This design comes from an exercise in tuning for small area on the open sky130 flow, not from production work.
Only simulation tests tie the RTL to the original design; equivalence was not proved.
Power figures rest on the tool's default switching activity, not on a simulated workload.

## design/flow/constraint.sdc

```tcl
create_clock -name core_clock -period 12.0 [get_ports {clk}]
set_input_delay 2.4000 -clock core_clock [delete_from_list [all_inputs] [get_ports {clk}]]
set_output_delay 2.4000 -clock core_clock [all_outputs]
set_load 0.01 [all_outputs]
```

## design/flow/config.mk

```make
export PLATFORM = sky130hd
export DESIGN_NAME = pipeline
export DESIGN_NICKNAME = pipeline
export VERILOG_FILES = /design/flow/design.v
export SDC_FILE = /design/flow/constraint.sdc
export NUM_CORES = 4
export LEC_CHECK = 0
export CAP_MARGIN = 20
export CORE_MARGIN = 2
export CORE_UTILIZATION = 40
export PLACE_DENSITY = 0.6
export SLEW_MARGIN = 20
```

## design/flow/run.sh

```bash
#!/bin/bash
# synth_recipe.tcl (not shown) runs the flow's synth.tcl, then flattens the netlist and writes it again
# the make line also repeats each setting of config.mk as NAME=value (left out here)
make -C /OpenROAD-flow-scripts/flow DESIGN_CONFIG=/design/flow/config.mk WORK_HOME=/design/flow/orfs CLKGATE_MAP_FILE= SYNTH_SCRIPT=/design/flow/synth_recipe.tcl finish
```

## design/flow/design.v

```verilog
module pipeline(
    input           clk,
    input           reset,
    input           stall,
    output[15:0]    iaddr,
    input[15:0]     idata,
    output[15:0]    daddr,
    output[15:0]    ddata_out,
    input[15:0]     ddata_in,
    output          dwrite_en,
    output          dread_en);
    localparam IT_ARITH = 3'b000;
    localparam IT_LOAD = 3'b001;
    localparam IT_STORE = 3'b010;
    localparam IT_ADDI = 3'b011;
    localparam IT_LUI = 3'b100;
    localparam IT_CONDBR = 3'b101;
    localparam IT_UNCONDBR = 3'b110;
    localparam IT_BRANCHREG = 3'b111;
    localparam OP_AND = 3'b000;
    localparam OP_OR = 3'b001;
    localparam OP_SHL = 3'b010;
    localparam OP_SHR = 3'b011;
    localparam OP_ADD = 3'b100;
    localparam OP_SUB = 3'b101;
    localparam OP_XOR = 3'b110;
    localparam OP_NOT = 3'b111;
    reg[15:0] pc;                
    reg[127:0] registers;        
    reg[3:0] condition_codes;    
    reg[15:0] id_ex_instruction;
    reg[15:0] id_ex_pc;          
    reg ex_wb_has_writeback;
    reg ex_wb_is_load;
    reg[2:0] ex_wb_reg;
    reg[15:0] ex_wb_result;
    wire[15:0] inst = id_ex_instruction;
    wire[2:0] ex_type = inst[15:13];
    wire[2:0] ex_op = inst[11:9];
    wire[2:0] ex_ra = inst[5:3];
    wire[2:0] ex_rb = inst[8:6];
    wire ex_is_arith = ex_type == IT_ARITH;
    wire ex_is_branch = ex_type == IT_CONDBR || ex_type == IT_UNCONDBR
        || ex_type == IT_BRANCHREG;
    reg[15:0] ex_immediate;
    always @*
    begin
        case (ex_type)
            IT_STORE: ex_immediate = { {9{inst[12]}}, inst[12:9], inst[2:0] };
            IT_LUI: ex_immediate = { inst[12:3], 6'd0 };
            IT_CONDBR: ex_immediate = { {6{inst[9]}}, inst[9:0] };
            IT_UNCONDBR: ex_immediate = { {4{inst[11]}}, inst[11:0] };
            default: ex_immediate = { {9{inst[12]}}, inst[12:6] };
        endcase
    end
    wire[15:0] ex_rega = registers[ex_ra * 16 +: 16];
    wire[15:0] ex_regb = registers[ex_rb * 16 +: 16];
    wire[15:0] ex_rega_bypassed = (ex_wb_has_writeback && ex_wb_reg == ex_ra)
        ? ex_wb_result : ex_rega;
    wire[15:0] ex_regb_bypassed = (ex_wb_has_writeback && ex_wb_reg == ex_rb)
        ? ex_wb_result : ex_regb;
    wire[15:0] ex_operand1 = ex_is_branch ? id_ex_pc
        : (ex_type == IT_LUI ? 16'd0 : ex_rega_bypassed);
    wire[15:0] ex_operand2 = ex_is_arith ? ex_regb_bypassed : ex_immediate;
    wire ex_do_subtract = ex_is_arith && ex_op == OP_SUB;
    wire[16:0] ex_sum = { 1'b0, ex_operand1 }
        + { 1'b0, {16{ex_do_subtract}} ^ ex_operand2 } + { 16'd0, ex_do_subtract };
    wire ex_overflow = ex_operand2[15] == ex_sum[15]
        && ex_operand1[15] != ex_operand2[15];
    reg[15:0] ex_alu_result;
    reg ex_carry_out;
    always @*
    begin
        ex_carry_out = 0;
        if (ex_is_arith)
        begin
            case (ex_op)
                OP_AND: ex_alu_result = ex_operand1 & ex_operand2;
                OP_OR: ex_alu_result = ex_operand1 | ex_operand2;
                OP_XOR: ex_alu_result = ex_operand1 ^ ex_operand2;
                OP_ADD,
                OP_SUB: { ex_carry_out, ex_alu_result } = { ex_sum[16] ^ ex_do_subtract, ex_sum[15:0] };
                OP_SHL: { ex_carry_out, ex_alu_result } = { ex_operand1, 1'b0 };
                OP_SHR: { ex_alu_result, ex_carry_out } = { 1'b0, ex_operand1 };
                default: ex_alu_result = ~ex_operand1;
            endcase
        end
        else
            ex_alu_result = ex_sum[15:0];
    end
    wire ex_branch_flag = condition_codes[inst[11:10]];
    wire ex_branch_en = ex_type == IT_UNCONDBR || ex_type == IT_BRANCHREG
        || (ex_type == IT_CONDBR && (ex_branch_flag ^ inst[12]));
    wire[15:0] ex_branch_target = ex_type == IT_BRANCHREG
        ? ex_regb_bypassed : ex_alu_result;
    assign daddr = ex_alu_result;
    assign dwrite_en = ex_type == IT_STORE;
    assign dread_en = ex_type == IT_LOAD;
    assign ddata_out = ex_regb_bypassed;
    wire[15:0] pc_inc = pc + { 15'd0, !stall };
    assign iaddr = ex_branch_en ? ex_branch_target : pc_inc;
    always @(posedge clk, posedge reset)
    begin
        if (reset)
            pc <= 16'hffff;
        else
            pc <= iaddr;
    end
    always @(posedge clk)
        id_ex_pc <= pc_inc;
    always @(posedge clk, posedge reset)
    begin
        if (reset)
            id_ex_instruction <= 0;
        else if (!stall)
            id_ex_instruction <= idata;
    end
    always @(posedge clk, posedge reset)
    begin
        if (reset)
        begin
            ex_wb_has_writeback <= 0;
            condition_codes <= 0;
        end
        else if (!stall)
        begin
            ex_wb_has_writeback <= ex_is_arith || ex_type == IT_LOAD
                || ex_type == IT_ADDI || ex_type == IT_LUI;
            if (ex_is_arith || ex_type == IT_ADDI)
                condition_codes <= { ex_overflow, ex_carry_out, ex_alu_result[15],
                    ex_alu_result == 16'd0 };
        end
    end
    always @(posedge clk)
    begin
        if (!stall)
        begin
            ex_wb_is_load <= ex_type == IT_LOAD;
            ex_wb_reg <= inst[2:0];
            ex_wb_result <= ex_alu_result;
        end
    end
    wire[15:0] wb_value = ex_wb_is_load ? ddata_in : ex_wb_result;
    always @(posedge clk, posedge reset)
    begin
        if (reset)
            registers <= 0;
        else if (ex_wb_has_writeback)
            registers[ex_wb_reg * 16 +: 16] <= wb_value;
    end
endmodule
```

==> notes.md <==
==> cells by family after synthesis <==
kind of cell             count (synthesis)  share of synthesized area
AO/OA/AOI/OAI                          375                      0.204
flip-flops                             201                      0.380
AND/OR/NAND/NOR                        293                      0.103
multiplexers                           151                      0.178
buffers and inverters                  162                     0.0496
adder cells (fa/ha/maj)                 57                     0.0540
XOR/XNOR                                48                     0.0315
==> power breakdown <==
part | switching [W] | internal, W
registers | 0.000257 | 0.00100
logic | 0.00110 | 0.000898
clock network | 0.000328 | 0.000438
total | 0.00168 | 0.00234
==> worst max-delay path: stages (launching register included) <==
cell	delay [ps]
dfrtp_2	600
buf_4	510
mux4_2	560
mux2i_1	290
a21o_1	280
inv_1	90
a221oi_1	240
a31o_2	170
o21ai_0	90
ha_1	360
nand2_1	110
or3_1	350
a311oi_1	350
a21oi_1	220
or4_1	440
nand4b_1	390
o21ai_0	220
o21ai_0	300
clkdlybuf4s50_1	620
==> placed cells by master (no fill, tap or decap), drive strengths merged, types with 19 or more instances in the layout <==
master,count
mux4,65
inv,65
nand2,97
ha,56
mux2i,58
buf,31
a21oi,50
xnor2,19
dfrtp,149
edfxtp,20
nand3,26
xor2,29
mux2,28
a22o,132
clkdlybuf4s50,84
clkbuf,32
nor3,29
o21ai,79
nor2,75
==> worst max-delay path by stage <==
stage	depth (start not counted)	endpoint	startpoint	slack, ps
4_1_cts	17	iaddr[11]	id_ex_instruction[6]	2940
5_1_grt	19	iaddr[15]	id_ex_instruction[6]	2620
3_3_place_gp	17	iaddr[11]	id_ex_instruction[6]	3640
2_1_floorplan	18	iaddr[13]	id_ex_instruction[7]	4860
6_report	18	iaddr[11]	id_ex_instruction[6]	2840
3_5_place_dp	17	iaddr[11]	id_ex_instruction[6]	3590
==> final cells by class <==
class	instances	area share
Multi-Input combinational cell	924	0.496
Inverter	62	0.0154
Tap cell	442	0.0358
Clock buffer	32	0.0449
Sequential cell	201	0.329
Timing Repair Buffer	115	0.0695
Clock inverter	15	0.00956
==> layer usage <==
metal,vias to the layer above,global-route usage,wire length (µm),part of all wire
li1,4952,-,-,-
met5,-,0,0,0
met2,691,0.442,22700,0.46
met3,131,0.0643,5000,0.10
met4,0,0.125,2400,0.049
met1,5809,0.361,19000,0.39
==> through the flow <==
stage | util | cells
final | 0.472 | 1791
after floorplan | - | 1287
after global placement | 0.446 | 1744
after global routing | 0.472 | 1791
after CTS | 0.472 | 1791
after detailed placement | 0.446 | 1744
==> metrics.md <==
| Metric | Value |
|---|---|
| TritonCTS Buffers | `26` |
| Sequential area share after synthesis | `0.380` |
| Mapped Nets | `around 1400` |
| Clock Sinks | `between 200 and 250` |
| Reg2reg path depth | `15` |
| CTS Hold Bufs | `0` |
| Max IR drop VDD | `0.000117 V` |
| CTS clk-pin slew, worst paths | `60 ps` |
| GPL Wtd Cong | `0.944` |
| Vias | `11583` |
| FMAX | `around 0.11 GHz` |
| Synthesized instance count | `approximately 1300` |
| Clock Skew | `about 23 ps` |
| Setup TNS | `0 ps` |
| Post-synth top cells | `dfrtp_1 (149), a22o_1 (132), nand2_1 (97), nor2_1 (74), o21ai_0 (74)` |
| Hold WS | `roughly 510 ps` |
| Starting Density | `0.408` |
| Pwr Density | `about 260 nW/µm²` |
| Area of the multi-input gates | `between 7000 and 8000 µm²` |
| Largest reg by FF count | `registers` |
| Worst skew pair latency | `between 500 and 600 ps` |
| R2R Path End | `condition_codes[0]` |
| Yosys warnings | `1` |
| Register area | `between 5000 and 6000 µm²` |
| GRT Util Overall | `0.278` |
| Synth Register Bits | `~200` |
| Antenna diodes | `0` |
| Max H-tree Level | `1` |
| Placed cell areas | `roughly 15000 µm²` |
| Critical Path RT | `9600 ps` |
| Hold Startpoint | `condition_codes[2]` |
| Avg Synthesized Cell Area | `a little over 10 µm²` |
| FP Rows | `66` |
| Pre-antenna DRT Iters | `7` |
| Slew margin rel. | `0.196` |
| Synth unique cells | `between 70 and 80` |
| Crit path launch type | `flip-flop` |
| Crit Path Max Fanout | `27` |
| Grt total ovfl | `0` |
| Number of synthesized flops with an enable pin | `20` |
| R2r setup slk | `about 5900 ps` |
| RSZ-0062 raised after global routing | `false` |
| Post-CTS resize count | `0` |
| Worst slew pin tran | `~1200 ps` |
| Design Area, Final | `15400 µm²` |
| CTS root buf | `clkbuf_16` |
| Nets | `roughly 1400` |
| Setup violations, final | `0` |
| Largest net degree at the start of global routing | `105` |
| Boundary Pins | `between 80 and 90` |
| FF-to-FF Start | `id_ex_instruction[15]` |
| Core area | `roughly 33000 µm²` |
| Area added between synthesis and finish | `15.7%` |
| Setup Buffers After CTS | `0` |
| Worst Setup Path Type | `reg2out` |
| DR DRC count | `0` |
| Hold Crit Depth | `2` |
| Fill count | `between 3000 and 4000` |
| Total power | `between 0.004 and 0.005 W` |
| Layout cells sized above 1 | `0.160` |
| Slew Viols, Final | `0` |
| Status | `timing/DRC/antenna clean` |
| HPWL Detailed | `approximately 33000 µm` |
| Count leader, synth | `dfrtp_1` |
| Cell Area, Synth | `about 13000 µm²` |
| Synth area leader | `dfrtp_1` |
| Setup WS pre-CTS | `about 3600 ps` |
| CP endpoint kind | `primary output` |
| CTS tree | `built` |
| Vias per inst | `6.47` |
| Ys flop type | `dfrtp_1` |
| Vias in the first global route | `~11000` |
| Die height | `~190 µm` |
| Hold Violations, Final | `0` |
| First-pass GRT wire length | `around 73000 µm` |
| FFs w/ async S/R, synth | `0.821` |
| Max reg flops | `between 100 and 150` |
| Worst setup margin | `2840 ps` |
| Antenna Nets Post-Route | `0` |
| WHS Endpoint | `condition_codes[2]` |
| Area contributors post-synth | `dfrtp_1 (28%), mux4_2 (11%), a22o_1 (8.7%)` |
| Min Clock Period, post-route | `~9000 ps` |
| DIE AREA | `~35000 µm²` |
| Die span in x | `187 µm` |
| Port bufs | `84` |
| Wirelength, routed | `49100 µm` |
| Violation count after the first detailed-route iteration | `1125` |
| Yosys top cell area share | `0.279` |
| Max Cap Viol | `0` |
| Drt wl/cell | `approximately 27 µm` |
| Worst EP arrival | `just under 7000 ps` |
| P_leak | `6.60 nW` |
| Hold Crit Class | `reg2reg` |
| Clock tree buffer depth | `3` |
| Initial antenna violation count | `0` |
| Crit share post-route | `0.764` |

==> separate check: timing with driven ports <==
In the flow no input, the clock included, has a driving cell. The finished layout below was timed again as built, in two steps. Step 1: set_driving_cell puts a clkbuf_16 on clk and a buf_2 on each other input, an assumption about the parent block. Step 2 times the ports against the registers' clock, not the clock port: input delays grow and output delays shrink by t, the midpoint of the rising clock arrivals with the driver on. Slacks: ideal ports / drivers / drivers and shift; pairs: ideal ports / drivers.
shift t [ns]: 0.599
setup slack, ns: 2.835 / 2.783 / 3.382
hold slack, ns: 0.509 / 0.509 / 0.509
worst setup path after step 2: register to output
slew at the worst register clock pin (ns): 0.06 / 0.06
After both steps setup and hold are still met in this run. For this run, drivers alone change the setup slack by -0.052 ns; drivers and shift together by +0.547 ns.
